Context: an optimization exercise on an open-source flow, tuned for small area, a short achievable clock period and few clock cycles. The choices shown serve that exercise and are no tape-out recipe. Only simulation tests tie the RTL to the original design; equivalence was not proved.

Setup of job 8874:
Design nnctrl, start of the top module:
module nnctrl ( reset, clk, input_signal, in, category,
                ram_addr, ram_we, ram_wdata, ram_rdata, rom_addr, rom_rdata,
                done, ready, score0, score1 ) ;
	input 		reset, clk ;
	input		input_signal ;
	input[31:0] in ;
	output 		category ;
	output[10:0]	ram_addr ;
	output		ram_we ;
	output[31:0]	ram_wdata ;
	input[31:0]	ram_rdata ;
	output[16:0]	rom_addr ;
	input[31:0]	rom_rdata ;
	output reg	done ;
	output reg	ready ;
	output[31:0]	score0, score1 ;
	localparam INIT = 2'd0, IN = 2'd1, COMP = 2'd2, FIN = 2'd3 ;
	reg [1:0]	state ;
	reg [1:0]	icnt ;
	reg		isig_d ;
	reg		we ;
	reg		f0_en, f0_bias ;	 
	reg [2:1]	f_en ;
	reg [5:1]	f_bias ;
	reg [10:0]	addr_ram ;
	reg [16:0]	addr_rom ;
	reg [6:0]	m ;			 
	reg [15:0]	one_r, two_r, neg_r ;	 
	reg [14:0]	xe_r ;
	reg		sa_r ;
	reg [31:0]	wr ;
	reg [62:12]	sr, cr, tr ;	 
	reg		cl_r ;	 
	reg [31:0]	acc, res ;
	assign ram_addr = addr_ram ;
	assign ram_we = we ;
	assign ram_wdata = res ;
	assign rom_addr = addr_rom ;
	assign score0 = res ;
	assign score1 = acc ;
	wire		en = f_en[2] ;
	wire [32:0]	xb = { ram_rdata, 1'b0 } ;
	wire [15:0]	one_d, two_d, neg_d ;
	genvar j ;
	generate for ( j = 0 ; j < 16 ; j = j+1 ) begin : enc
		wire x1 = xb[2*j+2], x0 = xb[2*j+1], xm = xb[2*j] ;
		assign one_d[j] = en & ( x0 ^ xm ) ;
		assign two_d[j] = ( en & ( ( x1 & ~x0 & ~xm ) | ( ~x1 & x0 & xm ) ) ) | ( j == 15 && f_bias[2] ) ;
		assign neg_d[j] = en & x1 & ~( x0 & xm ) ;
	end endgenerate
	wire [62:12]	tsr, tcr, ttr ;
	wire		tcl ;
	neural aNeural ( .one(one_r), .two(two_r), .neg(neg_r), .xe(xe_r), .sa(sa_r), .w(wr), .r0(tsr), .r1(tcr), .r2(ttr), .cl(tcl) ) ;
	reg		lc ;
	wire		resolve = f_bias[5] ;
	reg		keep ;
	wire		init_next = state == INIT && icnt != 2'd3 ;
	wire		fin_next = ( state == COMP && f0_bias && m == 7'd102 ) || ( state == FIN && !resolve ) ;
	wire		done_next = state == FIN && resolve ;
  ...
For scale: ~3400 cells after synthesis, roughly 230 I/O pins, ~35000 µm² of cells after synthesis.
==> flow/config.mk <==
export PLATFORM = sky130hd
export DESIGN_NAME = nnctrl
export DESIGN_NICKNAME = nnctrl
export VERILOG_FILES = /design/flow/design.v
export SDC_FILE = /design/flow/constraint.sdc
export NUM_CORES = 4
export LEC_CHECK = 0
export ABC_CLOCK_PERIOD_IN_PS = 3000
export CAP_MARGIN = 20
export CORE_MARGIN = 2
export CORE_UTILIZATION = 62
export CTS_BUF_LIST = sky130_fd_sc_hd__clkbuf_8
export CTS_CLUSTER_SIZE = 20
export SLEW_MARGIN = 20
==> flow/constraint.sdc <==
create_clock -name core_clock -period 11.0 [get_ports {clk}]
set_input_delay 2.2000 -clock core_clock [delete_from_list [all_inputs] [get_ports {clk}]]
set_output_delay 2.2000 -clock core_clock [all_outputs]
set_load 0.01 [all_outputs]
standard.sh (not shown) runs the stock make flow with config.mk's settings and CLKGATE_MAP_FILE= SYNTH_SCRIPT=/design/flow/synth_recipe.tcl, a recipe that flattens the netlist after the stock synthesis.
==> flow/flow/run.sh <==
#!/bin/bash
set -euo pipefail
W=$(pwd)
R=$W/orfs/results/$FLOW_PLATFORM/nnctrl/base
bash standard.sh synth > synth.log 2>&1
cp $R/1_2_yosys.v $W/synth_standard.v
python3 $W/flow/polarity.py $W/synth_standard.v $W/synth_polarity.v > polarity.log 2>&1
python3 $W/flow/fastfa.py $W/synth_polarity.v $R/1_2_yosys.v 2.8 '^\\?[sctu]r\[' > fastfa.log 2>&1
rm -f $R/1_synth.odb
bash standard.sh finish SETUP_SLACK_MARGIN=7.6 TNS_END_PERCENT=100 "BUFFER_PORTS_ARGS=-buffer_cell sky130_fd_sc_hd__buf_2" > layout.log 2>&1
Other scripts of this flow, unchanged in this note and not shown: flow/flow/fastfa.py, flow/flow/polarity.py
Testbench counts of job 8874, summed over its fixed seeds: cycles 1,215,690.
Edits applied to the flow inputs when going from job 8874 to job 8803:
--- a/flow/flow/run.sh
+++ b/flow/flow/run.sh
@@ -10 +10 @@
-bash standard.sh finish SETUP_SLACK_MARGIN=7.6 TNS_END_PERCENT=100 "BUFFER_PORTS_ARGS=-buffer_cell sky130_fd_sc_hd__buf_2" > layout.log 2>&1
+bash standard.sh finish SETUP_SLACK_MARGIN=7.4 TNS_END_PERCENT=100 "BUFFER_PORTS_ARGS=-buffer_cell sky130_fd_sc_hd__buf_2" > layout.log 2>&1
==> comparison <==
Count of inverters not on the clock network in the layout was higher in the run labelled job 8803. First-pass GRT wire length, job 8803 and job 8874: smaller value in job 8803. Job 8874 has a lower final-layout worst hold slack than job 8803. [job 8803 vs job 8874] antenna cell count: higher in job 8803. Job 8803 vs job 8874, total via count after detailed routing went down by 866. Job 8803 ended up with fewer standard cells than job 8874. Job 8803 gives less design area than job 8874 did. Diff job 8803 and job 8874: normalized max-slew margin higher in job 8803. Relative to job 8874, first-iteration detailed-routing DRC count decreased by 580 in job 8803.
The following lists how job 9659 was set up differently from job 8803:
# job 8803
export LEC_CHECK = 0
export ABC_CLOCK_PERIOD_IN_PS = 3000
export CAP_MARGIN = 20
export CORE_MARGIN = 2
export CORE_UTILIZATION = 62
export CTS_BUF_LIST = sky130_fd_sc_hd__clkbuf_8
export CTS_CLUSTER_SIZE = 20
export SLEW_MARGIN = 20
create_clock -name core_clock -period 11.0 [get_ports {clk}]
# job 9659
export LEC_CHECK = 0
export ABC_CLOCK_PERIOD_IN_PS = 3000
export CAP_MARGIN = 20
export CORE_MARGIN = 2
export CORE_UTILIZATION = 55
export SLEW_MARGIN = 20
create_clock -name core_clock -period 11.0 [get_ports {clk}]
[summary]
- From job 8803 to job 9659 the numbers moved as follows: number of clock buffer instances in the layout shrank by 17, global-route usage over all layers moved down.
- Job 8803 has lower wire length than job 9659.
- Going from job 8803 to job 9659, share of the core filled with cells shows a reduction of 7.5 points.
What job 1758 does differently from job 9659 at the input level:
# job 9659
export LEC_CHECK = 0
export ABC_CLOCK_PERIOD_IN_PS = 3000
export CAP_MARGIN = 20
export CORE_MARGIN = 2
export CORE_UTILIZATION = 55
export SLEW_MARGIN = 20
create_clock -name core_clock -period 11.0 [get_ports {clk}]
# job 1758
export LEC_CHECK = 0
export ABC_CLOCK_PERIOD_IN_PS = 3000
export CAP_MARGIN = 20
export CORE_MARGIN = 2
export CORE_UTILIZATION = 62
export CTS_BUF_LIST = sky130_fd_sc_hd__clkbuf_8
export CTS_CLUSTER_DIAMETER = 60
export CTS_CLUSTER_SIZE = 25
export SLEW_MARGIN = 20
create_clock -name core_clock -period 11.0 [get_ports {clk}]
==> results.txt <==
Job 1758: done, clean on timing, DRC and antenna
Job 9659 went all the way through the flow, and no timing, DRC or antenna check failed.
Going from job 9659 to job 1758, met2 track utilization from global routing grows by 3.3 points.
Of job 9659 and job 1758, the higher worst path arrival time belongs to job 1758.
On wire length, the lower figure sits with job 1758, not job 9659.
In the reports for job 9659 and job 1758, the smaller clock buffer count from CTS belongs to job 1758.
Relative to job 9659, setup slack increased by 0.064 ns in job 1758.
Required time of the worst setup path, job 9659 and job 1758: lower on job 9659
As far as number of buffers inserted for hold repair after clock tree synthesis goes, job 1758 and job 9659 are indistinguishable; the numbers are identical.

-- what the ideal ports hide --
The flow's constraints put no driver on any port. The routed layouts listed below were extracted and timed again, unchanged, in two steps. Step 1: set_driving_cell puts a clkbuf_16 on clk and a buf_2 on each other input, an assumption about the parent block. Step 2 also shifts input and output timing later by t, the mid clock arrival at the registers, as if the neighbouring blocks saw the same clock. Slacks: no drivers / after step 1 / after step 2; pairs: no drivers / after step 1.
| run | shift t [ns] | slack for setup (ns) | hold slack, ns |
|---|---|---|---|
| job 8874 | 0.763 | 7.440 / 7.439 / 7.149 | 0.343 / 0.343 / 0.343 |
| job 8803 | 0.738 | 7.398 / 7.398 / 7.132 | 0.349 / 0.349 / 0.349 |
| job 9659 | 0.651 | 7.319 / 7.319 / 7.117 | 0.350 / 0.350 / 0.350 |
| job 1758 | 0.716 | 7.384 / 7.384 / 7.140 | 0.349 / 0.349 / 0.349 |
After both steps setup and hold are still met in every run listed. The setup slack of job 8874, which loses most, moves by -0.001 ns with the drivers and by -0.291 ns with both steps.
